Context: an optimization exercise on an open-source flow, tuned for small area and a short achievable clock period. The choices shown serve that exercise and are no tape-out recipe. Where RTL was checked, it was by simulation tests only, not by an equivalence proof against the original. No functional check of the RTL was part of runs 5 to 8. Power is estimated from default activity; no workload was simulated.

==> flow/design.v <==
parameter REAL_DATA_WIDTH = 32;
typedef logic[REAL_DATA_WIDTH-1:0] RealDataType;
function automatic RealDataType unpackReal(input RealDataType arg, input int NUM_BITS);
    if (NUM_BITS > REAL_DATA_WIDTH) begin
        $error("Attempted to grab %d bits from %d bit RealDataType", NUM_BITS, REAL_DATA_WIDTH);
    end
    unpackReal = arg >> (REAL_DATA_WIDTH - NUM_BITS);
endfunction
function automatic RealDataType packReal(input RealDataType arg, input int NUM_BITS);
    if (NUM_BITS > REAL_DATA_WIDTH) begin
        $error("Attempted to pack %d bits in %d bit RealDataType", NUM_BITS, REAL_DATA_WIDTH);
    end
    packReal = arg << (REAL_DATA_WIDTH - NUM_BITS);
endfunction
typedef struct packed {
    RealDataType re;
    RealDataType im;
} ComplexType;
typedef logic[2*REAL_DATA_WIDTH-1:0] ComplexLogicType;
function automatic ComplexLogicType complexToLogic(input ComplexType arg);
    complexToLogic = {arg.im, arg.re};
endfunction
function automatic ComplexType logicToComplex(input ComplexLogicType arg);
    logicToComplex = {arg[2*REAL_DATA_WIDTH-1:REAL_DATA_WIDTH], arg[REAL_DATA_WIDTH-1:0]};
endfunction
`timescale 1ns/1ns
module radix_2_butterfly #(
    parameter DATA_WIDTH = 16
) (
    input  logic       clkIn,
    input  logic       rstIn,
    input  logic       enIn,
    input  logic       validIn,
    input  ComplexType dataIn,
    output logic       validOut,
    output ComplexType dataOut
);
    typedef enum {DATA_0, DATA_1} StateType;
    logic [2:0] validR;
    StateType stateR;
    always @(posedge clkIn) begin
        if (rstIn) begin
            stateR <= DATA_0;
            validR <= 3'b000;
        end else begin
            if (enIn) begin
                case (stateR)
                    DATA_0 : begin
                        if (validIn) begin
                            stateR <= DATA_1;
                        end
                    end
                    DATA_1 : begin
                        if (validIn) begin
                            stateR <= DATA_0;
                        end
                    end
                endcase
                validR <= {validR[1:0], validIn};
            end
        end
    end
    logic [DATA_WIDTH-1:0] dataRe;
    logic [DATA_WIDTH-1:0] dataIm;
    assign dataRe = unpackReal(dataIn.re, DATA_WIDTH);
    assign dataIm = unpackReal(dataIn.im, DATA_WIDTH);
    logic signed [DATA_WIDTH:0] dataExtendRe;
    logic signed [DATA_WIDTH:0] dataExtendIm;
    assign dataExtendRe = {dataRe[DATA_WIDTH-1], dataRe};
    assign dataExtendIm = {dataIm[DATA_WIDTH-1], dataIm};
    logic signed [DATA_WIDTH:0] dataExtendReR;
    logic signed [DATA_WIDTH:0] dataExtendImR;
    logic signed [1:0][DATA_WIDTH:0] dataReR;
    logic signed [1:0][DATA_WIDTH:0] dataImR;
    logic signed [DATA_WIDTH:0] dataOutReR;
    logic signed [DATA_WIDTH:0] dataOutImR;
    always @(posedge clkIn) begin
        if (enIn) begin
            case (stateR)
                DATA_0 : begin
                    dataExtendReR   <= dataExtendRe;
                    dataExtendImR   <= dataExtendIm;
                    dataReR[1]      <= -dataReR[1];
                    dataImR[1]      <= -dataImR[1];
                end
                DATA_1 : begin
                    dataReR[0]      <= dataExtendReR;
                    dataImR[0]      <= dataExtendImR;
                    dataReR[1]      <= dataExtendRe;
                    dataImR[1]      <= dataExtendIm;
                end
            endcase
            dataOutReR              <= dataReR[0] + dataReR[1];
            dataOutImR              <= dataImR[0] + dataImR[1];
        end
    end
    assign dataOut.re = packReal($unsigned(dataOutReR), DATA_WIDTH+1);
    assign dataOut.im = packReal($unsigned(dataOutImR), DATA_WIDTH+1);
    assign validOut   = validR[2];
endmodule
==> flow/run.sh <==
#!/bin/bash
# synth_recipe.tcl (not shown) runs the flow's synth.tcl, then flattens the netlist and writes it again
# the make line also repeats each setting of config.mk as NAME=value (left out here)
make -C /OpenROAD-flow-scripts/flow DESIGN_CONFIG=/design/flow/config.mk WORK_HOME=/design/flow/orfs CLKGATE_MAP_FILE= SYNTH_SCRIPT=/design/flow/synth_recipe.tcl finish
==> flow/config.mk <==
export PLATFORM = sky130hd
export DESIGN_NAME = radix_2_butterfly
export DESIGN_NICKNAME = radix_2_butterfly
export VERILOG_FILES = /design/flow/design.v
export SDC_FILE = /design/flow/constraint.sdc
export NUM_CORES = 4
export LEC_CHECK = 0
export CAP_MARGIN = 20
export CORE_MARGIN = 2
export CORE_UTILIZATION = 40
export SLEW_MARGIN = 20
==> flow/constraint.sdc <==
create_clock -name core_clock -period 3.0 [get_ports {clkIn}]
set_input_delay 0.6000 -clock core_clock [delete_from_list [all_inputs] [get_ports {clkIn}]]
set_output_delay 0.6000 -clock core_clock [all_outputs]
set_load 0.01 [all_outputs]
==> results.json, run 1 <==
{
  "dieArea_sq_mm": 0.0177,
  "p_per_area_mw_per_mm2": 650,
  "tightestPinTransition_ps": 857,
  "gp_congestion": 0.879,
  "wire_per_inst_microns": 15.1,
  "root_buffer": "clkbuf_16",
  "row_count": 47,
  "peakVddDrop_mv": 0.393,
  "htreeDepth": 4,
  "synth_top_cell_area_share": 0.595,
  "hp-class": "register to register",
  "relSlewSlack": 0.429,
  "layout_common_cells": "edfxtp_1 (132), clkdlybuf4s50_1 (69), nand2_1 (45), o21ai_0 (40), a21oi_1 (36)",
  "final_hold_viol_count": 0,
  "setup_slack_ps": 322,
  "ant_nets": 0,
  "port_buffers": 70,
  "drive_gt1_frac": 0.0754,
  "rsz0062_at_grt": "no",
  "cap_violations": 0,
  "dp_hpwl_microns": 8840,
  "layout_commonest_cell": "edfxtp_1",
  "ys.warnings.count": 1,
  "yosys.area.top_type": "edfxtp_1",
  "required_ps": 3160,
  "slew_violations": 0,
  "cp_data_arrival_time_ps": 2840,
  "grt.overflow.total": 0,
  "cp-start-kind": "register",
  "rr_startpoint": "dataImR[17]",
  "grt_pass1_wl_microns": 20800,
  "nFillCells": 1434,
  "drt-total-wl_microns": 12800,
  "worstPathMaxFanout": 5,
  "dr.pass1.iters": 5,
  "final_nets": 714,
  "grt_usage": 0.152,
  "die_h_microns": 133,
  "place_area_sq_mm": 0.00754,
  "ys_ff_latch": 136,
  "layout_min_cycle_time_ps": 2680,
  "end_kind": "register",
  "ys_seq_area_frac": 0.607,
  "initial_core_util": 0.406,
  "n_antenna_cell": 0,
  "cts.path.max_buffers": 2,
  "core_region_area_sq_mm": 0.0164,
  "synth_cell_type_count": 46,
  "ctsHoldBuffers": 0,
  "grt_start_max_net_pins": 65,
  "die_x_microns": 133,
  "setup-tns-final_ps": 0,
  "io_pins": 133,
  "synth_flop_cell": "edfxtp_1",
  "async_flop_share": 0,
  "synth_edf_count": 132,
  "area_delta_synth_final_pct": 21.7,
  "setup_violations": 0,
  "netlist_instances": 528,
  "synth_area_leaders": "edfxtp_1 (59%), ha_1 (6.4%), xor2_1 (4.2%)",
  "status": "complete, no violations",
  "fin_area_sq_mm": 0.00811,
  "fmax_mhz": 373,
  "hold_start": "dataExtendReR[1]",
  "cts_setup_buffers": 0,
  "cts_resized": 0,
  "startpoint": "dataImR[17]",
  "p_leak_nw": 2.99,
  "cts_buffers": 17,
  "clk-insertion-delay-late_ps": 420,
  "fin_crit_sh": 0.893,
  "grt_pass1_vias": 4118,
  "syn_area_sq_mm": 0.00667,
  "cts_tree": "done",
  "drtIter0Drc": 225,
  "vias_per_cell": 4.95,
  "postSynthAreaPerCell_sq_um": 12.6,
  "clk_pin_slew_ps": 60,
  "drc_errors": 0,
  "cts_sinks": 136,
  "vias": 4171,
  "pre_cts_ws_ps": 327,
  "antenna_found_initial": 0,
  "skew_ps": 8.32,
  "crit_type": "register to register"
}
-- cells by family (layout without fill, tap and decap cells) --
group / count (synthesis) / after routing / share of synthesized area
fa+ha+maj: 36 / 36 / 0.0698
buf+inv: 56 / 122 / 0.0484
mux: 4 / 4 / 0.00638
compound gates: 106 / 106 / 0.0916
other cells: 1 / 30 / 0.000563
simple gates: 132 / 132 / 0.102
flops: 136 / 136 / 0.607
xor+xnor: 57 / 57 / 0.0749
-- worst max-delay path, stage by stage (launching register included) --
cell      delay [ps]
edfxtp_1         450
ha_1             250
fa_1             420
a21oi_1          230
o21ai_0          190
a221oi_1         300
buf_4            190
nor3_1            50
nor3_1           230
xnor2_1          110
-- layer usage --
layer / wire length, microns / vias up / track usage / part of all wire
met2: 5910 / 118 / 0.239 / 0.46
met4: 253 / 0 / 0.0687 / 0.020
li1: - / 2053 / - / -
met5: 0 / - / 0 / 0
met3: 652 / 15 / 0.0349 / 0.051
met1: 5940 / 1985 / 0.202 / 0.47
-- power breakdown --
group	internal (mW)	switching [mW]	leakage, nW
Clock	1.25	0.722	0.284
Sequential	2.34	0.112	1.30
Combinational	0.419	0.434	1.40
-- cells in the mapped netlist, types with 3 or more instances --
library cell,instances
nor2b_1,6
o21a_1,4
o21ai_1,3
a21oi_1,36
or3_1,3
buf_4,30
and2_1,5
ha_1,34
clkbuf_1,12
or4_4,3
o21ai_0,40
edfxtp_1,132
nor4_1,3
dfxtp_1,4
nor3_1,13
or4_1,4
nand3_1,5
a211oi_1,3
nand2_1,45
nor4_2,3
nand2b_1,5
nor2_1,25
inv_1,14
xor2_1,32
nand4_1,7
a21o_1,6
xnor2_1,25
-- cell type report --
type,count,area [sq um],area share
clock inverter,2,8.76,0.00108
multi-input combinational,365,2410,0.298
clock buffer,30,564,0.0695
timing repair buffer,76,753,0.0928
inverter,14,52.6,0.00648
sequential,136,4050,0.499
tap,220,275,0.0339
-- state kept, by name (all words and copies together) (netlist names) --
name,cells
dataImR,33
dataOutReR,17
dataExtendImR,16
validR,3
dataExtendReR,16
stateR,1
dataOutImR,17
dataReR,33
-- metrics by stage --
| stage | total power [mW] | util | cells | hold slack (ps) |
|---|---|---|---|---|
| global placement | 3.32 | 0.460 | 811 | 401 |
| floorplan | 3.00 | - | 557 | 400 |
| detailed placement | 3.34 | 0.460 | 811 | 405 |
| global route | 5.52 | 0.495 | 843 | 421 |
| finish | 5.27 | 0.495 | 843 | 414 |
| CTS | 5.33 | 0.495 | 843 | 415 |
-- path summary, 6_finish.rpt --
check / endpoint / slack, ps / cells after the start
worst max-delay path: dataOutImR[16] / 320 / 9
worst min-delay path: dataReR[1] / 410 / 0
worst max register to register: dataOutImR[16] / 320 / 9
worst min register to register: dataReR[1] / 410 / 0
==> run 2, diff against run 1 <==
==> flow/design.v (replaced) <==
parameter REAL_DATA_WIDTH = 32;
typedef logic[REAL_DATA_WIDTH-1:0] RealDataType;
function automatic RealDataType unpackReal(input RealDataType arg, input int NUM_BITS);
    if (NUM_BITS > REAL_DATA_WIDTH) begin
        $error("Attempted to grab %d bits from %d bit RealDataType", NUM_BITS, REAL_DATA_WIDTH);
    end
    unpackReal = arg >> (REAL_DATA_WIDTH - NUM_BITS);
endfunction
function automatic RealDataType packReal(input RealDataType arg, input int NUM_BITS);
    if (NUM_BITS > REAL_DATA_WIDTH) begin
        $error("Attempted to pack %d bits in %d bit RealDataType", NUM_BITS, REAL_DATA_WIDTH);
    end
    packReal = arg << (REAL_DATA_WIDTH - NUM_BITS);
endfunction
typedef struct packed {
    RealDataType re;
    RealDataType im;
} ComplexType;
typedef logic[2*REAL_DATA_WIDTH-1:0] ComplexLogicType;
function automatic ComplexLogicType complexToLogic(input ComplexType arg);
    complexToLogic = {arg.im, arg.re};
endfunction
function automatic ComplexType logicToComplex(input ComplexLogicType arg);
    logicToComplex = {arg[2*REAL_DATA_WIDTH-1:REAL_DATA_WIDTH], arg[REAL_DATA_WIDTH-1:0]};
endfunction
`timescale 1ns/1ns
module radix_2_butterfly #(
    parameter DATA_WIDTH = 16
) (
    input  logic       clkIn,
    input  logic       rstIn,
    input  logic       enIn,
    input  logic       validIn,
    input  ComplexType dataIn,
    output logic       validOut,
    output ComplexType dataOut
);
    logic       stateR;      
    logic [2:0] validR;
    always_ff @(posedge clkIn) begin
        if (rstIn) begin
            stateR <= 1'b0;
            validR <= 3'b000;
        end else if (enIn) begin
            if (validIn) stateR <= ~stateR;
            validR <= {validR[1:0], validIn};
        end
    end
    logic sumSel;
    assign sumSel = validR[0] & ~stateR;
    logic signed [DATA_WIDTH-1:0] inRe, inIm;
    assign inRe = dataIn[63 -: DATA_WIDTH];
    assign inIm = dataIn[31 -: DATA_WIDTH];
    logic signed [DATA_WIDTH-1:0] x0ReR, x0ImR, x1ReR, x1ImR;
    logic signed [DATA_WIDTH:0]   outReR, outImR;
    always_ff @(posedge clkIn) begin
        if (enIn) begin
            if (stateR) begin
                x1ReR <= inRe;
                x1ImR <= inIm;
            end else begin
                x0ReR <= inRe;
                x0ImR <= inIm;
            end
            if (sumSel) begin
                outReR <= {x0ReR[DATA_WIDTH-1], x0ReR} + {x1ReR[DATA_WIDTH-1], x1ReR};
                outImR <= {x0ImR[DATA_WIDTH-1], x0ImR} + {x1ImR[DATA_WIDTH-1], x1ImR};
            end else begin
                outReR <= {outReR[DATA_WIDTH:1] - x1ReR, outReR[0]};
                outImR <= {outImR[DATA_WIDTH:1] - x1ImR, outImR[0]};
            end
        end
    end
    assign dataOut.re = {outReR, {(32-DATA_WIDTH-1){1'b0}}};
    assign dataOut.im = {outImR, {(32-DATA_WIDTH-1){1'b0}}};
    assign validOut   = validR[2];
endmodule
--- a/flow/config.mk
+++ b/flow/config.mk
@@ -9,3 +9,4 @@
 export CORE_MARGIN = 2
 export CORE_UTILIZATION = 40
+export SETUP_SLACK_MARGIN = 1.5
 export SLEW_MARGIN = 20
==> run 2 against run 1 <==
Clock-buffer cell count fell by 18. Non-clock buffer count grew 60. Global-route usage rose by 2.5 points. Combinational power increased to 3.1 times the previous value. Die area shrank 1.4%. Clock skew is essentially flat. Wire length grew 21%. First-iteration DRC count increased by 28%. Setup slack got worse by 36 ps. Synthesized area fell by 1.5%. Critical endpoint is now outReR[12].
==> results.json, run 2 <==
{
  "crit_type": "register to register",
  "layout_commonest_cell": "edfxtp_1",
  "required_ps": 3110,
  "synth_xor_area_frac": 0.0667,
  "tightestPinTransition_ps": 572,
  "synth_top_family_by_area": "compound AO/OA/AOI/OAI gates",
  "synth_common_cells": "edfxtp_1 (98), ha_1 (62), a21oi_1 (49), inv_1 (40), o21ai_0 (39)",
  "clk_pin_slew_ps": 70,
  "grt_usage": 0.177,
  "drtIter0Drc": 289,
  "hp-class": "register to register",
  "pre_cts_ws_ps": 210,
  "fmax_mhz": 368,
  "relSlewSlack": 0.618,
  "yosys.area.top_type": "edfxtp_1",
  "gp_congestion": 0.862,
  "final_nets": 877,
  "antenna_found_initial": 1,
  "die_x_microns": 132,
  "dp_hpwl_microns": 10600,
  "htreeDepth": 3,
  "ys.warnings.count": 1,
  "syn_area_sq_mm": 0.00657,
  "peakVddDrop_mv": 0.275,
  "vias_per_cell": 5.21,
  "synth_edf_count": 98,
  "clk-insertion-delay-late_ps": 350,
  "drc_errors": 0,
  "synth_flop_cell": "edfxtp_1",
  "io_pins": 133,
  "die_h_microns": 132,
  "cp-start-kind": "register",
  "slew_violations": 0,
  "ys_ff_latch": 102,
  "n_antenna_cell": 0,
  "grt_pass1_wl_microns": 24500,
  "fin_util": 0.544,
  "ctsHoldBuffers": 0,
  "cts.path.max_buffers": 2,
  "ant_nets": 0,
  "netlist_instances": 606,
  "vias": 5023,
  "core_region_area_sq_mm": 0.0159,
  "dieArea_sq_mm": 0.0175,
  "row_count": 46,
  "status": "complete, no violations",
  "async_flop_share": 0,
  "fin_crit_sh": 0.905,
  "synth.most_common_cell": "edfxtp_1",
  "end_kind": "register",
  "cts_sinks": 102,
  "postSynthAreaPerCell_sq_um": 10.8,
  "port_buffers": 70,
  "synthMuxAreaShare": 0.0179,
  "synth_area_leaders": "edfxtp_1 (45%), ha_1 (12%), a21oi_1 (3.7%)",
  "drt-total-wl_microns": 15400,
  "grt.overflow.total": 0,
  "dr.pass1.iters": 4,
  "rsz0062_at_grt": "yes",
  "area_delta_synth_final_pct": 32.0,
  "yosys.area_share.adder": 0.130,
  "cp_data_arrival_time_ps": 2820,
  "root_buffer": "clkbuf_16",
  "layout_min_cycle_time_ps": 2710,
  "setup-tns-final_ps": 0,
  "layout_common_cells": "edfxtp_1 (98), ha_1 (53), buf_6 (53), inv_1 (39), a21oi_1 (37)",
  "cap_violations": 0,
  "largestRegisters": "outImR x17, outReR x17",
  "grt_pass1_vias": 4963,
  "p_per_area_mw_per_mm2": 679,
  "p_leak_nw": 3.55,
  "worstPathMaxFanout": 2,
  "synth_top_cell_area_share": 0.448,
  "synth_compound_area_frac": 0.167,
  "dp_cells": 886,
  "setup_slack_ps": 286,
  "wire_per_inst_microns": 16.0,
  "cts_tree": "done",
  "drive_gt1_frac": 0.261,
  "skew_ps": 7.93,
  "grt_start_max_net_pins": 33,
  "fin_cells": 964,
  "ys_seq_area_frac": 0.460,
  "setup_violations": 0,
  "initial_core_util": 0.412,
  "synth_cell_type_count": 58,
  "final_hold_viol_count": 0,
  "cts_buffers": 9,
  "synthSimpleGateAreaFrac": 0.0941
}
run 2: what timing repair did:
| action | in CTS | in global routing |
|---|---|---|
| pin swaps | 29 | 30 |
| endpoints found under the setup margin | 118 | 65 |
| buffers inserted | 42 | 20 |
| gates resized for setup | 205 | 47 |
run 2: power breakdown:
part	internal, mW	total [mW]	switching, mW
combinational	1.37	2.67	1.31
clock	0.668	1.19	0.521
sequential	1.88	2.02	0.141
total	3.91	5.88	1.97
run 2: area by class of cell:
class                      instances  area [sq um]
fill                            1379          7280
multi-input combinational        454          3650
sequential                       102          3020
timing repair buffer             136          1280
tap                              216           270
clock buffer                      12           246
inverter                          40           150
clock inverter                     4          47.5
run 2: stage by stage:
step | power (mW) | instance area (sq um) | hold WS (ps)
CTS | 5.75 | 8370 | 504
detailed placement | 4.29 | 7550 | 488
global placement | 4.25 | 7550 | 477
finish | 5.88 | 8670 | 500
floorplan | 3.62 | 6820 | 460
global route | 6.25 | 8670 | 548
run 2: kinds of logic after synthesis:
kind of cell / Yosys count
muxes: 11
DFF: 102
buffers and inverters: 79
AOI/OAI and AO/OA: 169
other: 1
adders and majority gates: 66
and+or+nand+nor: 128
xor gates and xnor gates: 50
run 2: path summary, 6_finish.rpt:
| path | startpoint | slack, ps | end | cells after the start |
|---|---|---|---|---|
| worst min register to register | validR[1] | 500 | validR[1] | 2 |
| worst min-delay path | validR[1] | 500 | validR[1] | 2 |
| worst max register to register | x1ReR[0] | 290 | outReR[12] | 9 |
| worst max-delay path | x1ReR[0] | 290 | outReR[12] | 9 |
run 2: per-layer routing:
layer | GRT usage | part of all wire | wire length [microns]
met1 | 0.236 | 0.45 | 6950
met2 | 0.286 | 0.47 | 7320
met3 | 0.0296 | 0.052 | 798
met4 | 0.0737 | 0.023 | 350
met5 | 0 | 0 | 0
run 2: critical path, cell delays in order, from the launching register on:
cell      delay (ps)
edfxtp_1         390
ha_2             200
fa_2             350
a211o_1          300
a2111o_1         400
a21oi_2          180
or2_1            140
o21ai_0           90
xnor2_1          150
mux2_2           270
==> run 3, diff against run 2 <==
--- a/flow/config.mk
+++ b/flow/config.mk
@@ -6,4 +6,5 @@
 export NUM_CORES = 4
 export LEC_CHECK = 0
+export ABC_CLOCK_PERIOD_IN_PS = 1500
 export CAP_MARGIN = 20
 export CORE_MARGIN = 2
==> run 3 against run 2 <==
Non-clock buffer count is the same. Utilization unchanged. Die area did not move. Combinational power hardly changed. Clock power barely moved. Sequential share of layout area stayed put. Clock skew is the same. Setup slack unchanged. Cell count stayed put. Sequential cell count unchanged. Critical path type unchanged.
==> results.json, run 3 <==
{
  "grt_pass1_wl_microns": 24500,
  "postSynthAreaPerCell_sq_um": 10.8,
  "cp_data_arrival_time_ps": 2820,
  "synth_cell_type_count": 58,
  "synthSimpleGateAreaFrac": 0.0941,
  "grt_start_max_net_pins": 33,
  "seq_area_sq_mm": 0.00302,
  "drt-total-wl_microns": 15400,
  "cap_violations": 0,
  "layout_commonest_cell": "edfxtp_1",
  "fin_util": 0.544,
  "busiest_layer": "met2",
  "skew_ps": 7.93,
  "synth_compound_area_frac": 0.167,
  "yosys.area_share.adder": 0.130,
  "io_pins": 133,
  "fin_crit_sh": 0.905,
  "initial_core_util": 0.412,
  "ys_ff_latch": 102,
  "synth_top_cell_area_share": 0.448,
  "met3_usage": 0.0296,
  "cts_buffers": 9,
  "ctsHoldBuffers": 0,
  "tightestPinTransition_ps": 572,
  "ys.warnings.count": 1,
  "ys_seq_area_frac": 0.460,
  "synth_edf_count": 98,
  "synthMuxAreaShare": 0.0179,
  "dp_hpwl_microns": 10600,
  "root_buffer": "clkbuf_16",
  "gp_congestion": 0.862,
  "drtIter0Drc": 289,
  "drive_gt1_frac": 0.261,
  "drc_errors": 0,
  "synth_top_family_by_area": "compound AO/OA/AOI/OAI gates",
  "startpoint": "x1ReR[0]",
  "antenna_found_initial": 1,
  "core_region_area_sq_mm": 0.0159,
  "p_per_area_mw_per_mm2": 679,
  "wire_per_inst_microns": 16.0,
  "grt.overflow.total": 0,
  "n_antenna_cell": 0,
  "area_delta_synth_final_pct": 32.0,
  "peakVddDrop_mv": 0.275,
  "final_hold_viol_count": 0,
  "worstPathMaxFanout": 2,
  "layout_min_cycle_time_ps": 2710,
  "slew_violations": 0,
  "use_met1": 0.236,
  "rsz0062_at_grt": "yes",
  "fmax_mhz": 368,
  "nFillCells": 1379,
  "multi_input_area_sq_mm": 0.00365,
  "clk-insertion-delay-late_ps": 350,
  "async_flop_share": 0,
  "ant_nets": 0,
  "grt_usage": 0.177,
  "rr_startpoint": "x1ReR[0]",
  "netlist_instances": 606,
  "row_count": 46,
  "syn_area_sq_mm": 0.00657,
  "final_nets": 877,
  "cts_sinks": 102,
  "dieArea_sq_mm": 0.0175,
  "setup-tns-final_ps": 0,
  "grt_pass1_vias": 4963,
  "required_ps": 3110,
  "vias": 5023,
  "hp-class": "register to register",
  "crit_type": "register to register",
  "synth.most_common_cell": "edfxtp_1",
  "vias_per_cell": 5.21,
  "cts_tree": "done",
  "die_h_microns": 132,
  "p_leak_nw": 3.55,
  "synth_common_cells": "edfxtp_1 (98), ha_1 (62), a21oi_1 (49), inv_1 (40), o21ai_0 (39)",
  "die_x_microns": 132,
  "largestRegisters": "outImR x17, outReR x17",
  "port_buffers": 70,
  "end_kind": "register",
  "layout_common_cells": "edfxtp_1 (98), ha_1 (53), buf_6 (53), inv_1 (39), a21oi_1 (37)",
  "dr.pass1.iters": 4,
  "cp-start-kind": "register",
  "yosys.area.top_type": "edfxtp_1",
  "cts.path.max_buffers": 2,
  "synth_area_leaders": "edfxtp_1 (45%), ha_1 (12%), a21oi_1 (3.7%)",
  "relSlewSlack": 0.618,
  "grtUsageMet2": 0.286,
  "setup_violations": 0,
  "status": "complete, no violations",
  "synth_flop_cell": "edfxtp_1",
  "htreeDepth": 3,
  "synth_xor_area_frac": 0.0667,
  "clk_pin_slew_ps": 70,
  "hold_start": "validR[1]"
}
-- run 3: cell type report --
cell class | instances | area share
multi-input combinational | 454 | 0.422
sequential | 102 | 0.349
timing repair buffer | 136 | 0.147
tap | 216 | 0.0312
clock buffer | 12 | 0.0284
inverter | 40 | 0.0173
clock inverter | 4 | 0.00549
-- run 3: kinds of logic (layout without fill, tap and decap cells) --
kind of cell,count (synthesis),count (layout)
buffers and inverters,79,192
XOR/XNOR,50,50
AND/OR/NAND/NOR,128,128
AO/OA/AOI/OAI,169,169
other,1,30
flip-flops,102,102
adder cells (fa/ha/maj),66,66
multiplexers,11,11
-- run 3: final timing paths --
check | cells after the start | to | slack, ps
setup reg to reg | 9 | outReR[12] | 290
hold reg to reg | 2 | validR[1] | 500
setup / recovery | 9 | outReR[12] | 290
hold / removal | 2 | validR[1] | 500
-- run 3: timing repair --
action                     in CTS  in global routing
setup endpoints to repair     118                 65
pin swaps                      29                 30
buffers inserted               42                 20
gates resized for setup       205                 47
-- run 3: metrics by stage --
step	setup slack (ps)	power (mW)	hold slack (ps)	area, sq um	std cells
final	286	5.88	500	8670	964
after global routing	176	6.25	548	8670	964
after floorplan	389	3.62	460	6820	635
after detailed placement	210	4.29	488	7550	886
after global placement	240	4.25	477	7550	886
after CTS	256	5.75	504	8370	944
-- run 3: layer usage --
metal | share of wire | wire, microns | vias up
li1 | - | - | 2459
met1 | 0.45 | 6950 | 2409
met2 | 0.47 | 7320 | 133
met3 | 0.052 | 798 | 22
met4 | 0.023 | 350 | 0
met5 | 0 | 0 | -
-- run 3: report_power, final --
| part | internal (mW) | switching [mW] | total (mW) |
|---|---|---|---|
| registers | 1.88 | 0.141 | 2.02 |
| clock network | 0.668 | 0.521 | 1.19 |
| logic | 1.37 | 1.31 | 2.67 |
| total | 3.91 | 1.97 | 5.88 |
-- run 3: critical path, stage by stage, from the launching register on --
cell and delay [ps]:
edfxtp_1 390, ha_2 200, fa_2 350, a211o_1 300, a2111o_1 400, a21oi_2 180, or2_1 140, o21ai_0 90
xnor2_1 150, mux2_2 270
==> run 4, diff against run 3 <==
--- a/flow/config.mk
+++ b/flow/config.mk
@@ -6,8 +6,6 @@
 export NUM_CORES = 4
 export LEC_CHECK = 0
-export ABC_CLOCK_PERIOD_IN_PS = 1500
 export CAP_MARGIN = 20
 export CORE_MARGIN = 2
 export CORE_UTILIZATION = 40
-export SETUP_SLACK_MARGIN = 1.5
 export SLEW_MARGIN = 20
==> run 4 against run 3 <==
Global-route usage is 0.86 points lower. Utilization fell by 5.5 points. Sequential cell count did not move.
==> results.json, run 4 <==
{
  "layout_common_cells": "edfxtp_1 (98), clkdlybuf4s50_1 (69), ha_1 (62), a21oi_1 (49), inv_1 (40)",
  "vias": 4725,
  "synth_top_family_by_area": "compound AO/OA/AOI/OAI gates",
  "p_leak_nw": 3.12,
  "power_mw": 5.44,
  "ant_nets": 0,
  "final_nets": 820,
  "cp-start-kind": "register",
  "dp_cells": 890,
  "hold-path-endpoint": "validR[2]",
  "cts_tree": "done",
  "gp_congestion": 0.872,
  "layout_min_cycle_time_ps": 2860,
  "die_x_microns": 132,
  "tightestPinTransition_ps": 552,
  "ctsHoldBuffers": 0,
  "synthSimpleGateAreaFrac": 0.0941,
  "fmax_mhz": 350,
  "fin_cells": 907,
  "hp-class": "register to register",
  "cts.path.max_buffers": 2,
  "clk-insertion-delay-late_ps": 350,
  "peakVddDrop_mv": 0.259,
  "synth_compound_area_frac": 0.167,
  "drc_errors": 0,
  "layout_commonest_cell": "edfxtp_1",
  "netlist_instances": 606,
  "ys.warnings.count": 1,
  "dp_hpwl_microns": 10700,
  "hold_depth": 2,
  "largestRegisters": "outImR x17, outReR x17",
  "r2r_cells": 9,
  "root_buffer": "clkbuf_16",
  "required_ps": 3100,
  "dieArea_sq_mm": 0.0175,
  "antenna_found_initial": 1,
  "synthMuxAreaShare": 0.0179,
  "cp_data_arrival_time_ps": 2960,
  "dr.pass1.iters": 5,
  "slew_violations": 0,
  "ys_seq_area_frac": 0.460,
  "relSlewSlack": 0.630,
  "grt.overflow.total": 0,
  "synth_cell_type_count": 58,
  "ys_ff_latch": 102,
  "grt_usage": 0.168,
  "yosys.area.top_type": "edfxtp_1",
  "synth_flop_cell": "edfxtp_1",
  "initial_core_util": 0.412,
  "r2r_slack_ps": 140,
  "syn_area_sq_mm": 0.00657,
  "vias_per_cell": 5.21,
  "final_hold_viol_count": 0,
  "p_per_area_mw_per_mm2": 699,
  "clk_pin_slew_ps": 70,
  "grt_start_max_net_pins": 29,
  "grt_pass1_vias": 4770,
  "n_antenna_cell": 0,
  "drtIter0Drc": 296,
  "status": "complete, no violations",
  "synth_area_leaders": "edfxtp_1 (45%), ha_1 (12%), a21oi_1 (3.7%)",
  "cts_buffers": 9,
  "hold_start": "validR[1]",
  "rr_startpoint": "x1ReR[0]",
  "drive_gt1_frac": 0.0492,
  "setup_violations": 0,
  "postSynthAreaPerCell_sq_um": 10.8,
  "die_h_microns": 132,
  "synth_top_cell_area_share": 0.448,
  "core_region_area_sq_mm": 0.0159,
  "cap_violations": 0,
  "crit_type": "register to register",
  "fin_crit_sh": 0.953,
  "end_kind": "register",
  "row_count": 46,
  "synth_common_cells": "edfxtp_1 (98), ha_1 (62), a21oi_1 (49), inv_1 (40), o21ai_0 (39)",
  "yosys.area_share.adder": 0.130,
  "drt-total-wl_microns": 14000,
  "synth.most_common_cell": "edfxtp_1",
  "timing.rr.end": "outReR[12]",
  "port_buffers": 70,
  "worstPathMaxFanout": 3,
  "synth_xor_area_frac": 0.0667,
  "io_pins": 133,
  "cts_sinks": 102,
  "area_delta_synth_final_pct": 18.5,
  "async_flop_share": 0,
  "skew_ps": 11.9,
  "synth_edf_count": 98,
  "htreeDepth": 3,
  "grt_pass1_wl_microns": 23400,
  "wire_per_inst_microns": 15.5
}
[run 4: cell count changes in the layout (fill, tap and decap cells not counted), sizes merged]
cell / before / now
clkinvlp: 1 / 0
clkdlybuf4s50: 34 / 69
clkdlybuf4s15: 1 / 0
clkinv: 2 / 4
clkbuf: 14 / 10
bufinv: 1 / 2
buf: 99 / 10
[run 4: power breakdown]
part,internal [mW],switching (mW),total [mW],leakage (nW)
combinational,1.09,1.11,2.19,2.01
sequential,1.88,0.139,2.02,0.964
clock,0.722,0.504,1.23,0.149
[run 4: critical path, stage by stage, from the launching register on]
cell,delay (ps)
edfxtp_1,400
ha_1,240
fa_2,380
a211o_1,330
a2111o_1,410
a21oi_2,190
or2_1,140
o21ai_0,100
xnor2_1,150
mux2_2,260
[run 4: layout make-up]
type / instances / area [sq um]
well taps: 216 / 270
inverters: 40 / 150
multi-input cells: 454 / 3250
clock buffers: 10 / 229
clock inverters: 6 / 76.3
repair buffers: 79 / 788
fillers: 1450 / 8160
flip-flops and latches: 102 / 3020
[run 4: kinds of logic (layout without fill, tap and decap cells)]
group	after synthesis	after routing
compound gates	169	169
xor+xnor	50	50
fa+ha+maj	66	66
buf+inv	79	135
flops	102	102
mux	11	11
other cells	1	30
simple gates	128	128
[run 4: metal layers]
metal,global-route usage,share of wire,up-vias
met5,0,0,-
met4,0.0574,0.015,0
met3,0.0369,0.049,14
met2,0.266,0.46,130
met1,0.229,0.48,2233
li1,-,-,2348
[run 4: timing repair]
item / CTS / global route
buffers inserted: 0 / 1
setup endpoints to repair: 0 / 3
resized for setup: 0 / 1
hold endpoints to repair: 0 / 0
[run 4: how the worst max path moves through the flow]
stage	startpoint	to	slack, ps	depth (start not counted)
2_1_floorplan	x1ReR[0]	outReR[12]	280	9
3_3_place_gp	x1ReR[0]	outReR[12]	150	9
3_5_place_dp	x1ReR[0]	outReR[12]	130	9
4_1_cts	x1ReR[0]	outReR[12]	70	9
5_1_grt	x1ImR[0]	outImR[14]	-0.7	10
6_report	x1ReR[0]	outReR[12]	140	9
[run 4: per-stage QoR]
stage | hold slack (ps) | utilization | worst slack (ps) | instance area [sq um] | setup TNS (ps)
6_report | 505 | 0.488 | 140 | 7780 | 0
5_1_grt | 539 | 0.488 | -0.703 | 7780 | -0.703
4_1_cts | 513 | 0.488 | 73.9 | 7770 | 0
3_5_place_dp | 489 | 0.468 | 131 | 7470 | 0
3_3_place_gp | 478 | 0.468 | 149 | 7470 | 0
2_1_floorplan | 460 | - | 285 | 6680 | 0
==> run 5, diff against run 4 <==
--- a/flow/design.v
+++ b/flow/design.v
@@ -54,4 +54,9 @@
     logic signed [DATA_WIDTH-1:0] x0ReR, x0ImR, x1ReR, x1ImR;
     logic signed [DATA_WIDTH:0]   outReR, outImR;
+    logic [DATA_WIDTH:0] opARe, opAIm, opBRe, opBIm;
+    assign opARe = sumSel ? {x0ReR[DATA_WIDTH-1], x0ReR} : outReR;
+    assign opAIm = sumSel ? {x0ImR[DATA_WIDTH-1], x0ImR} : outImR;
+    assign opBRe = sumSel ? {x1ReR[DATA_WIDTH-1], x1ReR} : {~x1ReR, 1'b1};
+    assign opBIm = sumSel ? {x1ImR[DATA_WIDTH-1], x1ImR} : {~x1ImR, 1'b1};
     always_ff @(posedge clkIn) begin
         if (enIn) begin
@@ -63,11 +68,6 @@
                 x0ImR <= inIm;
             end
-            if (sumSel) begin
-                outReR <= {x0ReR[DATA_WIDTH-1], x0ReR} + {x1ReR[DATA_WIDTH-1], x1ReR};
-                outImR <= {x0ImR[DATA_WIDTH-1], x0ImR} + {x1ImR[DATA_WIDTH-1], x1ImR};
-            end else begin
-                outReR <= {outReR[DATA_WIDTH:1] - x1ReR, outReR[0]};
-                outImR <= {outImR[DATA_WIDTH:1] - x1ImR, outImR[0]};
-            end
+            outReR <= opARe + opBRe + {{DATA_WIDTH{1'b0}}, ~sumSel};
+            outImR <= opAIm + opBIm + {{DATA_WIDTH{1'b0}}, ~sumSel};
         end
     end
==> run 5 against run 4 <==
Utilization increased by 0.91 points. Critical endpoint is now outImR[16]. Sequential power increased by 7%. Clock skew decreased by 6.2 ps. Clock power decreased by 4%. Still clean on timing, DRC and antenna. Global-route usage decreased by 0.12 points. Non-clock buffer count increased by 9. Sequential share of layout area increased by 5.1 points. Die area decreased by 14%. Synthesized cell count decreased by 13%. Critical path depth increased by 4. Combinational power increased by 27%.
==> results.json, run 5 <==
{
  "status": "complete, no violations",
  "cts_setup_buffers": 0,
  "p_leak_nw": 2.70,
  "crit_type": "register to register",
  "required_ps": 3100,
  "fin_cells": 797,
  "root_buffer": "clkbuf_16",
  "place_area_sq_mm": 0.00654,
  "htreeDepth": 3,
  "tightestPinTransition_ps": 515,
  "port_buffers": 70,
  "synth_common_cells": "nand2_1 (117), edfxtp_1 (98), a21oi_1 (58), nor2_1 (43), ha_1 (32)",
  "drive_gt1_frac": 0.0940,
  "drc_errors": 0,
  "dr_wl_met3_microns": 425,
  "async_flop_share": 0,
  "peakVddDrop_mv": 0.458,
  "io_pins": 133,
  "area_delta_synth_final_pct": 22.0,
  "cp_slowest_stage_delay_ps": 370,
  "synth_cell_type_count": 49,
  "ctsHoldBuffers": 0,
  "rsz0062_at_grt": "no",
  "synth_top_cell_area_share": 0.522,
  "met1_length_microns": 5130,
  "largestRegisters": "outImR x17, outReR x17",
  "final_hold_viol_count": 0,
  "postSynthAreaPerCell_sq_um": 10.7,
  "cp-start-kind": "register",
  "die_x_microns": 123,
  "drt-total-wl_microns": 11700,
  "synth_area_leaders": "edfxtp_1 (52%), nand2_1 (7.8%), ha_1 (7.1%)",
  "n_antenna_cell": 0,
  "dr.pass1.iters": 4,
  "hp-class": "register to register",
  "setup_violations": 0,
  "whs_ps": 510,
  "core_region_area_sq_mm": 0.0138,
  "yosys.area.top_type": "edfxtp_1",
  "vias_per_cell": 4.98,
  "setup_slack_ps": 168,
  "wire_per_inst_microns": 14.7,
  "setup-tns-final_ps": 0,
  "pre_cts_ws_ps": 2.66,
  "synth_flop_cell": "edfxtp_1",
  "fmax_mhz": 353,
  "highest_layer": "met4",
  "cpMaxStageDelayCell": "fa_2",
  "row_count": 43,
  "skew_ps": 5.73,
  "layout_min_cycle_time_ps": 2830,
  "cts.path.max_buffers": 2,
  "clk_pin_slew_ps": 60,
  "cts_tree": "done",
  "ant_nets": 0,
  "ys_seq_area_frac": 0.536,
  "grt_pass1_wl_microns": 19000,
  "path_cells": "buf_4 -> nand2b_4 -> nand2_1 -> nand2_1 -> ha_1 -> o21bai_1 -> fa_2 -> a211oi_2 -> o21ai_2 -> o221a_4 -> a31oi_4 -> o2111a_1 -> nor3_2",
  "fin_crit_sh": 0.944,
  "slew_violations": 0,
  "p_per_area_mw_per_mm2": 891,
  "cp_data_arrival_time_ps": 2930,
  "dieArea_sq_mm": 0.0151,
  "cts_buffers": 9,
  "cts_sinks": 102,
  "grt_start_max_net_pins": 60,
  "antenna_found_initial": 0,
  "grt_pass1_vias": 3917,
  "layout_common_cells": "nand2_1 (116), edfxtp_1 (98), clkdlybuf4s50_1 (69), a21oi_1 (57), nor2_1 (43)",
  "clk-insertion-delay-late_ps": 350,
  "relSlewSlack": 0.656,
  "synth.most_common_cell": "nand2_1",
  "drtIter0Drc": 153,
  "fin_area_sq_mm": 0.00688,
  "cap_violations": 0,
  "netlist_instances": 529,
  "gp_congestion": 0.923,
  "grt_usage": 0.167,
  "dp_hpwl_microns": 8490,
  "cpMostUsedCell": "nand2_1",
  "ys_ff_latch": 102,
  "final_nets": 714,
  "vias": 3971,
  "initial_core_util": 0.408,
  "ys.warnings.count": 1,
  "end_kind": "register",
  "layout_commonest_cell": "nand2_1",
  "synth_edf_count": 98,
  "wl_met2_microns": 5860,
  "grt.overflow.total": 0,
  "dp_cells": 781,
  "worstPathMaxFanout": 7,
  "die_h_microns": 123,
  "syn_area_sq_mm": 0.00564
}
[run 5: cell count changes in the layout (fill, tap and decap cells not counted), sizes merged, moves of 7 or more]
cell   previous run  this run
nor2             36        43
buf              10        19
nand2            34       117
nor2b            13         6
xnor2            25        14
inv              40         3
ha               62        32
o21ai            41        16
a21oi            50        58
[run 5: routing by layer]
layer / vias to the layer above / GRT usage
met3: 18 / 0.0316
met1: 1862 / 0.208
li1: 1993 / -
met5: - / 0
met2: 98 / 0.282
met4: 0 / 0.0733
[run 5: worst paths after layout]
kind | cells after the start | start | end | slack, ps
worst min register to register | 2 | validR[1] | validR[2] | 510
worst min-delay path | 2 | validR[1] | validR[2] | 510
worst max register to register | 13 | validR[0] | outImR[16] | 170
worst max-delay path | 13 | validR[0] | outImR[16] | 170
[run 5: critical path: cells and delay by family, from the launching register on]
kind / cells / cell delay, ps
compound gates: 6 / 1280
flops: 1 / 330
buf+inv: 1 / 130
simple gates: 4 / 280
fa+ha+maj: 2 / 570
[run 5: kinds of logic (layout without fill, tap and decap cells)]
kind of cell	count (synthesis)	count (layout)	synth area share
buffers and inverters	48	107	0.0526
xor gates and xnor gates	33	33	0.0513
adders and majority gates	34	34	0.0782
muxes	3	3	0.00533
and+or+nand+nor	195	195	0.145
AOI/OAI and AO/OA	113	113	0.130
DFF	102	102	0.536
other	1	30	0.000665
[run 5: what timing repair did]
item                                   in CTS  in global routing
setup endpoints to repair                   1                 10
endpoints found under the hold margin       0                  0
pin swaps                                   0                  6
gates resized for setup                     2                  7
[run 5: report_power, final]
part           internal, mW  switching, mW  leakage (nW)
logic                  1.33           1.46          1.59
registers              2.00          0.151         0.966
clock network         0.694          0.485         0.144
[run 5: final cells by class]
class / count / area, sq um
clock buffer: 15 / 268
multi-input combinational: 408 / 2470
inverter: 3 / 11.3
timing repair buffer: 88 / 843
fill: 1275 / 6950
sequential: 102 / 3020
clock inverter: 1 / 30.0
tap: 180 / 225
[run 5: per-stage QoR]
step / total power [mW] / utilization
final: 6.13 / 0.497
after global routing: 6.59 / 0.497
after CTS: 6.14 / 0.495
after detailed placement: 4.94 / 0.473
after global placement: 4.92 / 0.473
after floorplan: 4.01 / -
==> run 6, diff against run 5 <==
--- a/flow/design.v
+++ b/flow/design.v
@@ -54,4 +54,28 @@
     logic signed [DATA_WIDTH-1:0] x0ReR, x0ImR, x1ReR, x1ImR;
     logic signed [DATA_WIDTH:0]   outReR, outImR;
+    localparam int AW = DATA_WIDTH + 1;
+    function automatic logic [AW-1:0] prefixAdd(input logic [AW-1:0] a,
+                                                  input logic [AW-1:0] b,
+                                                  input logic cin);
+        logic [AW-1:0] p, g, gg, pp, gn, pn;
+        p  = a ^ b;
+        g  = a & b;
+        gg = g;
+        pp = p;
+        gg[0] = g[0] | (p[0] & cin);
+        for (int l = 0; (1 << l) < AW; l++) begin
+            gn = gg;
+            pn = pp;
+            for (int i = 0; i < AW; i++) begin
+                if ((i >> l) & 1) begin
+                    gn[i] = gg[i] | (pp[i] & gg[((i >> l) << l) - 1]);
+                    pn[i] = pp[i] & pp[((i >> l) << l) - 1];
+                end
+            end
+            gg = gn;
+            pp = pn;
+        end
+        prefixAdd = p ^ {gg[AW-2:0], cin};
+    endfunction
     logic [DATA_WIDTH:0] opARe, opAIm, opBRe, opBIm;
     assign opARe = sumSel ? {x0ReR[DATA_WIDTH-1], x0ReR} : outReR;
@@ -68,6 +92,6 @@
                 x0ImR <= inIm;
             end
-            outReR <= opARe + opBRe + {{DATA_WIDTH{1'b0}}, ~sumSel};
-            outImR <= opAIm + opBIm + {{DATA_WIDTH{1'b0}}, ~sumSel};
+            outReR <= prefixAdd(opARe, opBRe, ~sumSel);
+            outImR <= prefixAdd(opAIm, opBIm, ~sumSel);
         end
     end
==> run 6 against run 5 <==
Sequential cell count did not move. Non-clock buffer count rose by 17. Register-to-register slack got worse by 110 ps. Sequential share of layout area rose by 0.80 points. Clock power fell by 6%. Clock-buffer cell count fell by 6. Clock skew rose by 2.4 ps. Cell count fell by 4.8%. Via count fell by 9.6%. Synthesized area fell by 4.9%. Global-route usage fell by 0.89 points.
==> results.json, run 6 <==
{
  "status": "complete, no violations",
  "cts_tree": "done",
  "cpMaxStageDelayCell": "fa_1",
  "timing.rr.end": "outImR[8]",
  "r2r_cells": 14,
  "netlist_instances": 477,
  "ctsHoldBuffers": 0,
  "postSynthAreaPerCell_sq_um": 11.2,
  "slew_violations": 0,
  "ys.warnings.count": 1,
  "dieArea_sq_mm": 0.0143,
  "synth_common_cells": "edfxtp_1 (98), nand2_1 (96), nor2_1 (39), a21oi_1 (38)",
  "syn_area_sq_mm": 0.00536,
  "layout_common_cells": "edfxtp_1 (98), nand2_1 (94), clkdlybuf4s50_1 (69), nor2_1 (38), a21oi_1 (37)",
  "synth_edf_count": 98,
  "drt-total-wl_microns": 10900,
  "crit_type": "register to register",
  "path_cells": "nand2b_4 -> nand2_2 -> nand2_2 -> ha_2 -> o21bai_4 -> fa_2 -> a21o_1 -> a21oi_2 -> o21ai_2 -> and2_4 -> o21a_1 -> nor2_2 -> fa_1 -> inv_1",
  "vias": 3588,
  "required_ps": 3220,
  "cp_data_arrival_time_ps": 3160,
  "layout_commonest_cell": "edfxtp_1",
  "synth.most_common_cell": "edfxtp_1",
  "grtUsageMet2": 0.272,
  "area_delta_synth_final_pct": 26.2,
  "die_h_microns": 120,
  "use_met1": 0.187,
  "drtIter0Drc": 192,
  "initial_core_util": 0.408,
  "cp-start-kind": "register",
  "hp-class": "register to register",
  "dp_hpwl_microns": 7470,
  "final_nets": 684,
  "whs_ps": 504,
  "cap_violations": 0,
  "power_mw": 5.61,
  "wire_per_inst_microns": 14.3,
  "cpMostUsedCell": "nand2_2",
  "worstPathMaxFanout": 6,
  "setup_violations": 0,
  "clk-insertion-delay-late_ps": 360,
  "core_region_area_sq_mm": 0.0131,
  "synth_cell_type_count": 40,
  "rr_startpoint": "stateR",
  "synth_area_leaders": "edfxtp_1 (55%), ha_1 (7.0%), nand2_1 (6.7%)",
  "grt_pass1_wl_microns": 17400,
  "port_buffers": 70,
  "vias_per_cell": 4.73,
  "seq_area_sq_mm": 0.00303,
  "drc_errors": 0,
  "root_buffer": "clkbuf_16",
  "path_buf_inv": 1,
  "cts_buffers": 9,
  "final_hold_viol_count": 0,
  "die_x_microns": 120,
  "cp_slowest_stage_delay_ps": 410,
  "rsz0062_at_grt": "yes",
  "hold_depth": 2,
  "busiest_layer": "met2",
  "drive_gt1_frac": 0.134,
  "ant_nets": 0,
  "antenna_found_initial": 0,
  "grt_usage": 0.158,
  "peakVddDrop_mv": 0.511,
  "fmax_mhz": 340,
  "multi_input_area_sq_mm": 0.00216,
  "met3_usage": 0.0475,
  "p_leak_nw": 2.74,
  "largestRegisters": "outImR x17, outReR x17",
  "grt_start_max_net_pins": 39,
  "layout_min_cycle_time_ps": 2940,
  "yosys.area.top_type": "edfxtp_1",
  "synth_flop_cell": "edfxtp_1",
  "grt.overflow.total": 0,
  "hold-path-endpoint": "validR[2]",
  "nFillCells": 1204,
  "row_count": 42,
  "end_kind": "register",
  "ys_ff_latch": 102,
  "r2r_slack_ps": 60,
  "skew_ps": 8.16,
  "relSlewSlack": 0.594,
  "async_flop_share": 0,
  "n_antenna_cell": 0,
  "cts_sinks": 102,
  "fin_crit_sh": 0.979,
  "clk_pin_slew_ps": 70,
  "grt_pass1_vias": 3595,
  "synth_top_cell_area_share": 0.549,
  "gp_congestion": 0.770,
  "tightestPinTransition_ps": 609,
  "io_pins": 133,
  "ys_seq_area_frac": 0.564,
  "cts.path.max_buffers": 2,
  "hold_start": "validR[2]",
  "p_per_area_mw_per_mm2": 830,
  "htreeDepth": 3,
  "cp_top_family": "adder cells",
  "dr.pass1.iters": 4
}
## run 6: power by group
group	leakage, nW	internal (mW)	switching (mW)	total, mW
Clock	0.134	0.572	0.537	1.11
Sequential	0.966	1.98	0.154	2.14
Combinational	1.64	1.22	1.15	2.37
Total	2.74	3.78	1.84	5.61
## run 6: how the worst max path moves through the flow
stage	from	end	slack, ps	depth (start not counted)
global placement	validR[0]	outReR[8]	6	13
finish	stateR	outImR[8]	60	14
global route	stateR	outImR[8]	-80	13
CTS	stateR	outReR[8]	1	13
detailed placement	validR[0]	outImR[8]	-80	13
floorplan	stateR	outImR[8]	-20	16
## run 6: through the flow
stage	setup TNS, ps	cell area, sq um	setup slack, ps	utilization	cells
final	0	6760	61.9	0.515	759
after CTS	0	6630	1.46	0.504	749
after global routing	-156	6760	-79.7	0.515	759
after floorplan	-16.1	5500	-16.1	-	506
after detailed placement	-103	6330	-77.9	0.482	733
after global placement	0	6330	5.66	0.482	733
## run 6: layer usage
layer  share of wire  up-vias
met3           0.048        9
met1            0.44     1700
met4           0.013        0
met5               0        -
met2            0.50       82
li1                -     1797
## run 6: cell type report
cell class | instances | area share
Inverter | 21 | 0.0117
Clock inverter | 7 | 0.00851
Sequential cell | 102 | 0.448
Timing Repair Buffer | 105 | 0.146
Clock buffer | 9 | 0.0333
Tap cell | 176 | 0.0326
Multi-Input combinational cell | 339 | 0.320
## run 6: worst reg2reg max path: stages (launching register included)
cell and delay [ps]:
dfxtp_4 370, nand2b_4 190, nand2_2 80, nand2_2 60, ha_2 160, o21bai_4 170
fa_2 390, a21o_1 200, a21oi_2 180, o21ai_2 100, and2_4 140, o21a_1 180
nor2_2 110, fa_1 410, inv_1 60
## run 6: timing repair
action	in CTS	in global routing
endpoints found under the setup margin	2	12
resized for setup	3	15
setup buffers	0	9
pin swaps	1	9
cloned	0	1
## run 6: cell families after synthesis
logic type	Yosys count	synth area share
and+or+nand+nor	163	0.127
DFF	102	0.564
AOI/OAI and AO/OA	79	0.0932
buffers and inverters	66	0.0677
adders and majority gates	38	0.100
xor gates and xnor gates	22	0.0360
muxes	6	0.0112
other	1	0.000700
==> run 7, diff against run 6 <==
==> flow/flow/run.sh (new file) <==
#!/bin/bash
set -euo pipefail
bash standard.sh ADDER_MAP_FILE= finish > orfs_flow.log 2>&1
==> flow/standard.sh (new file) <==
#!/bin/bash
# synth_recipe.tcl (not shown) runs the flow's synth.tcl, then flattens the netlist and writes it again
# the make line also repeats each setting of config.mk as NAME=value (left out here)
make -C /OpenROAD-flow-scripts/flow DESIGN_CONFIG=/design/flow/config.mk WORK_HOME=/design/flow/orfs CLKGATE_MAP_FILE= SYNTH_SCRIPT=/design/flow/synth_recipe.tcl "${@:-finish}"
removed: flow/run.sh
==> run 7 against run 6 <==
Still clean. Clock skew rose by 1.7 ps. Combinational power is 11% lower. Die area rose by 18%. Cell count is 16% higher. Largest power group is now registers.
==> results.json, run 7 <==
{
  "async_flop_share": 0,
  "ant_nets": 0,
  "vias_per_cell": 5.10,
  "io_pins": 133,
  "use_met1": 0.206,
  "fin_cells": 879,
  "dr.pass1.iters": 6,
  "grt_start_max_net_pins": 36,
  "hold_depth": 2,
  "vias": 4481,
  "grtUsageMet2": 0.258,
  "cp_data_arrival_time_ps": 2890,
  "htreeDepth": 3,
  "core_region_area_sq_mm": 0.0157,
  "dieArea_sq_mm": 0.0169,
  "antenna_found_initial": 0,
  "final_nets": 726,
  "area_delta_synth_final_pct": 18.3,
  "drc_errors": 0,
  "row_count": 46,
  "peakVddDrop_mv": 0.284,
  "busiest_layer": "met2",
  "wire_per_inst_microns": 15.1,
  "slew_violations": 0,
  "power_mw": 5.61,
  "final_hold_viol_count": 0,
  "synth_common_cells": "edfxtp_1 (98), xnor2_1 (48), xor2_1 (37), a21oi_1 (32), buf_4 (31)",
  "ys.warnings.count": 1,
  "met3_usage": 0.0316,
  "p_per_area_mw_per_mm2": 748,
  "fmax_mhz": 357,
  "fin_util": 0.479,
  "initial_core_util": 0.405,
  "dp_cells": 861,
  "p_leak_nw": 2.77,
  "relSlewSlack": 0.528,
  "drtIter0Drc": 219,
  "cts_setup_buffers": 0,
  "netlist_instances": 593,
  "dp_hpwl_microns": 9460,
  "pre_cts_ws_ps": 164,
  "r2r_cells": 8,
  "status": "complete, no violations",
  "setup_slack_ps": 203,
  "end_kind": "register",
  "n_antenna_cell": 0,
  "cts_buffers": 9,
  "required_ps": 3090,
  "hp-class": "register to register",
  "die_x_microns": 130,
  "gp_congestion": 0.863,
  "nFillCells": 1449,
  "ys_ff_latch": 102,
  "whs_ps": 496,
  "cp-start-kind": "register",
  "largestRegisters": "outImR x17, outReR x17",
  "cap_violations": 0,
  "grt_pass1_wl_microns": 20900,
  "synth_top_cell_area_share": 0.464,
  "worstPathMaxFanout": 13,
  "grt.overflow.total": 0,
  "skew_ps": 9.88,
  "drive_gt1_frac": 0.0830,
  "cts_resized": 0,
  "crit_type": "register to register",
  "layout_common_cells": "edfxtp_1 (98), clkdlybuf4s50_1 (69), xnor2_1 (48), xor2_1 (37), a21oi_1 (32)",
  "fin_area_sq_mm": 0.00750,
  "synth.most_common_cell": "edfxtp_1",
  "synth_area_leaders": "edfxtp_1 (46%), xnor2_1 (6.6%), xor2_1 (5.1%)",
  "ys_seq_area_frac": 0.477,
  "yosys.area.top_type": "edfxtp_1",
  "layout_commonest_cell": "edfxtp_1",
  "port_buffers": 70,
  "synth_flop_cell": "edfxtp_1",
  "clk_pin_slew_ps": 70,
  "fin_crit_sh": 0.932,
  "postSynthAreaPerCell_sq_um": 10.7,
  "ctsHoldBuffers": 0,
  "syn_area_sq_mm": 0.00634,
  "synth_edf_count": 98,
  "drt-total-wl_microns": 13300,
  "grt_usage": 0.159,
  "root_buffer": "clkbuf_16",
  "cts_tree": "done",
  "cts_sinks": 102,
  "clk-insertion-delay-late_ps": 350,
  "die_h_microns": 130,
  "synth_cell_type_count": 52,
  "setup-tns-final_ps": 0,
  "rsz0062_at_grt": "no",
  "tightestPinTransition_ps": 703,
  "cts.path.max_buffers": 2,
  "grt_pass1_vias": 4347,
  "place_area_sq_mm": 0.00716,
  "setup_violations": 0,
  "layout_min_cycle_time_ps": 2800
}
## run 7: cell type report
| class | count | area, sq um | share of cell area |
|---|---|---|---|
| Sequential cell | 102 | 3020 | 0.403 |
| Multi-Input combinational cell | 430 | 2950 | 0.393 |
| Timing Repair Buffer | 86 | 828 | 0.110 |
| Tap cell | 216 | 270 | 0.0360 |
| Clock buffer | 11 | 243 | 0.0324 |
| Inverter | 29 | 109 | 0.0145 |
| Clock inverter | 5 | 81.3 | 0.0108 |
## run 7: logic make-up (layout without fill, tap and decap cells)
| logic type | Yosys count | in the layout | synth area share |
|---|---|---|---|
| AO/OA/AOI/OAI | 129 | 129 | 0.137 |
| buffers and inverters | 92 | 131 | 0.0798 |
| XOR/XNOR | 85 | 85 | 0.117 |
| other | 1 | 30 | 0.000592 |
| multiplexers | 24 | 24 | 0.0379 |
| flip-flops | 102 | 102 | 0.477 |
| adder cells (fa/ha/maj) | 29 | 29 | 0.0462 |
| AND/OR/NAND/NOR | 131 | 133 | 0.104 |
## run 7: power breakdown
group | switching, mW | internal (mW)
combinational | 1.00 | 1.11
clock | 0.522 | 0.756
sequential | 0.288 | 1.94
total | 1.81 | 3.80
## run 7: worst max-delay path, cell delays in order, from the launching register on
cell	delay [ps]
dfxtp_1	520
nand2b_2	310
or3_1	440
o21ai_1	120
o211ai_1	220
a211o_1	400
o22ai_1	230
a31oi_1	150
xnor2_1	140
## run 7: worst paths after layout
| check | slack [ps] | end | startpoint |
|---|---|---|---|
| min reg2reg | 500 | validR[2] | validR[1] |
| max | 200 | outImR[15] | validR[0] |
| min | 500 | validR[2] | validR[1] |
| max reg2reg | 200 | outImR[15] | validR[0] |
## run 7: routing by layer
metal / vias to the layer above / share of wire
met4: 0 / 0.019
met3: 15 / 0.040
met5: - / 0
li1: 2211 / -
met1: 2168 / 0.46
met2: 87 / 0.48
==> run 8, diff against run 7 <==
--- a/flow/config.mk
+++ b/flow/config.mk
@@ -9,3 +9,4 @@
 export CORE_MARGIN = 2
 export CORE_UTILIZATION = 40
+export SETUP_SLACK_MARGIN = 1.4
 export SLEW_MARGIN = 20
==> run 8 against run 7 <==
Cell count rose by 10%. Power is 16% higher. Via count is 9.1% higher. Combinational power increased by 49%. Wire length rose by 12%. Sequential share of layout area down 5.6 points. Sequential cell count did not move. Maximum frequency is 11% higher. Non-clock buffer count grew 92. Setup slack better by 280 ps. Critical path depth is the same. Clock-buffer cell count decreased by 1. Critical path type unchanged. Critical endpoint is now outReR[9]. Largest power group is now combinational cells.
==> results.json, run 8 <==
{
  "path_buf_inv": 0,
  "crit_type": "register to register",
  "rsz0062_at_grt": "yes",
  "drt-total-wl_microns": 14900,
  "slew_violations": 0,
  "cpMostUsedCell": "maj3_2",
  "async_flop_share": 0,
  "largestRegisters": "outImR x17, outReR x17",
  "cts_buffers": 9,
  "p_per_area_mw_per_mm2": 745,
  "cp_slowest_stage_delay_ps": 400,
  "path_cells": "and2_4 -> maj3_2 -> o2111a_1 -> o211ai_1 -> nand2_1 -> maj3_2 -> mux2i_4 -> xnor2_1",
  "n_antenna_cell": 0,
  "die_h_microns": 130,
  "fmax_mhz": 397,
  "end_kind": "register",
  "whs_ps": 510,
  "skew_ps": 5.53,
  "gp_congestion": 0.863,
  "antenna_found_initial": 0,
  "cts_tree": "done",
  "nFillCells": 1335,
  "clk-insertion-delay-late_ps": 350,
  "port_buffers": 70,
  "layout_common_cells": "edfxtp_1 (98), buf_6 (64), buf_4 (60), xnor2_1 (47), xor2_1 (36)",
  "synth_area_leaders": "edfxtp_1 (46%), xnor2_1 (6.6%), xor2_1 (5.1%)",
  "die_x_microns": 130,
  "synth_flop_cell": "edfxtp_1",
  "drc_errors": 0,
  "cp-start-kind": "register",
  "dieArea_sq_mm": 0.0169,
  "grt_usage": 0.177,
  "grt_pass1_wl_microns": 23300,
  "synth_common_cells": "edfxtp_1 (98), xnor2_1 (48), xor2_1 (37), a21oi_1 (32), buf_4 (31)",
  "cap_violations": 0,
  "cts.path.max_buffers": 2,
  "cts_sinks": 102,
  "ant_nets": 0,
  "layout_min_cycle_time_ps": 2520,
  "setup_violations": 0,
  "setup-tns-final_ps": 0,
  "ctsHoldBuffers": 0,
  "cp_top_family": "adder cells",
  "dp_hpwl_microns": 9570,
  "clk_pin_slew_ps": 70,
  "dr.pass1.iters": 4,
  "synth.most_common_cell": "edfxtp_1",
  "area_delta_synth_final_pct": 37.9,
  "synth_top_cell_area_share": 0.464,
  "initial_core_util": 0.405,
  "final_hold_viol_count": 0,
  "worstPathMaxFanout": 3,
  "synth_edf_count": 98,
  "vias": 4891,
  "drive_gt1_frac": 0.318,
  "drtIter0Drc": 215,
  "layout_commonest_cell": "edfxtp_1",
  "netlist_instances": 593,
  "synth_cell_type_count": 52,
  "wire_per_inst_microns": 15.4,
  "fin_crit_sh": 0.839,
  "status": "complete, no violations",
  "p_leak_nw": 3.37,
  "cpMaxStageDelayCell": "edfxtp_1",
  "ys_ff_latch": 102,
  "vias_per_cell": 5.04,
  "required_ps": 3100,
  "grt_pass1_vias": 4852,
  "core_region_area_sq_mm": 0.0157,
  "grt.overflow.total": 0,
  "io_pins": 133,
  "fin_util": 0.558,
  "root_buffer": "clkbuf_16",
  "cp_data_arrival_time_ps": 2620,
  "ys.warnings.count": 1,
  "syn_area_sq_mm": 0.00634,
  "postSynthAreaPerCell_sq_um": 10.7,
  "final_nets": 817,
  "peakVddDrop_mv": 0.298,
  "hp-class": "register to register",
  "grt_start_max_net_pins": 36,
  "htreeDepth": 3,
  "yosys.area.top_type": "edfxtp_1",
  "ys_seq_area_frac": 0.477,
  "row_count": 46,
  "power_mw": 6.51
}
==> run 8: cell types whose count changed in the layout (fill, tap and decap cells not counted), sizes merged <==
cell,before,now
clkdlybuf4s50,69,34
bufinv,2,1
buf,17,141
dlygate4sd2,0,1
nand2b,16,15
clkinv,1,3
clkinvlp,1,2
clkbuf,11,12
inv,30,29
==> run 8: layout make-up <==
class | count | area [sq um] | share of cell area
inverters | 29 | 109 | 0.0125
multi-input cells | 429 | 3330 | 0.380
repair buffers | 178 | 1720 | 0.196
well taps | 216 | 270 | 0.0309
flip-flops and latches | 102 | 3030 | 0.347
clock inverters | 6 | 62.6 | 0.00716
clock buffers | 10 | 229 | 0.0262
==> run 8: worst min-delay path: stages (launching register included) <==
cell and delay, ps:
dfxtp_1 330, mux2i_1 70, nor2_1 80
==> run 8: worst paths after layout <==
kind / end / startpoint / slack (ps) / depth (start not counted)
worst min register to register: validR[2] / validR[2] / 510 / 2
worst max-delay path: outReR[9] / x1ReR[0] / 480 / 8
worst min-delay path: validR[2] / validR[2] / 510 / 2
worst max register to register: outReR[9] / x1ReR[0] / 480 / 8
==> run 8: stage by stage <==
stage                     std cells  cell area, sq um  setup slack, ps
after floorplan                 622              6630              550
after global placement          856              7290              321
after detailed placement        856              7290              253
after CTS                       945              8360              487
after global routing            970              8740              347
final                           970              8740              482
==> run 8: report_power, final <==
part | leakage (nW) | switching (mW) | internal, mW | total [mW]
logic | 2.27 | 1.38 | 1.77 | 3.15
clock network | 0.136 | 0.524 | 0.644 | 1.17
registers | 0.968 | 0.255 | 1.94 | 2.19
total | 3.37 | 2.16 | 4.35 | 6.51
==> run 8: cells by family after synthesis <==
family,synth area share
AOI/OAI and AO/OA,0.137
other,0.000592
adders and majority gates,0.0462
DFF,0.477
buffers and inverters,0.0798
and+or+nand+nor,0.104
xor gates and xnor gates,0.117
muxes,0.0379
==> run 8: per-layer routing <==
layer  wire (microns)  track usage
met5                0            0
met4              256       0.0708
met3              728       0.0406
met2             7290        0.297
met1             6630        0.222
==> run 8: repair_timing <==
| action | in CTS | in global routing |
|---|---|---|
| setup endpoints to repair | 107 | 59 |
| buffers inserted | 72 | 25 |
| gates cloned | 1 | 0 |
| pin swaps | 27 | 22 |
| gates resized for setup | 191 | 62 |

afterwards: timing with drivers on the ports:
No port has a modelled driver above. Below, the same layouts with a new extraction and two added sets of constraints. Step 1 assumes that a clkbuf_16 drives the clock port and a buf_2 every other input. Step 2, shift: input delay + t, output delay - t, t = (earliest + latest rising clock arrival at the registers) / 2. This alone moves slack from input paths to output paths. Slacks: ideal / step 1 / step 2; pairs: ideal / step 1.
| run | t (ns) | slack for setup (ns) | worst setup path at the end |
|---|---|---|---|
| run 1 | 0.451 | 0.322 / 0.322 / 0.322 | register to register |
| run 2 | 0.393 | 0.286 / 0.286 / 0.286 | register to register |
| run 3 | 0.393 | 0.286 / 0.286 / 0.286 | register to register |
| run 4 | 0.387 | 0.140 / 0.140 / 0.140 | register to register |
| run 5 | 0.389 | 0.168 / 0.168 / 0.168 | register to register |
| run 6 | 0.392 | 0.062 / 0.062 / 0.062 | register to register |
| run 7 | 0.384 | 0.203 / 0.203 / 0.203 | register to register |
| run 8 | 0.389 | 0.482 / 0.482 / 0.482 | register to register |
After both steps every run listed still meets setup and hold.
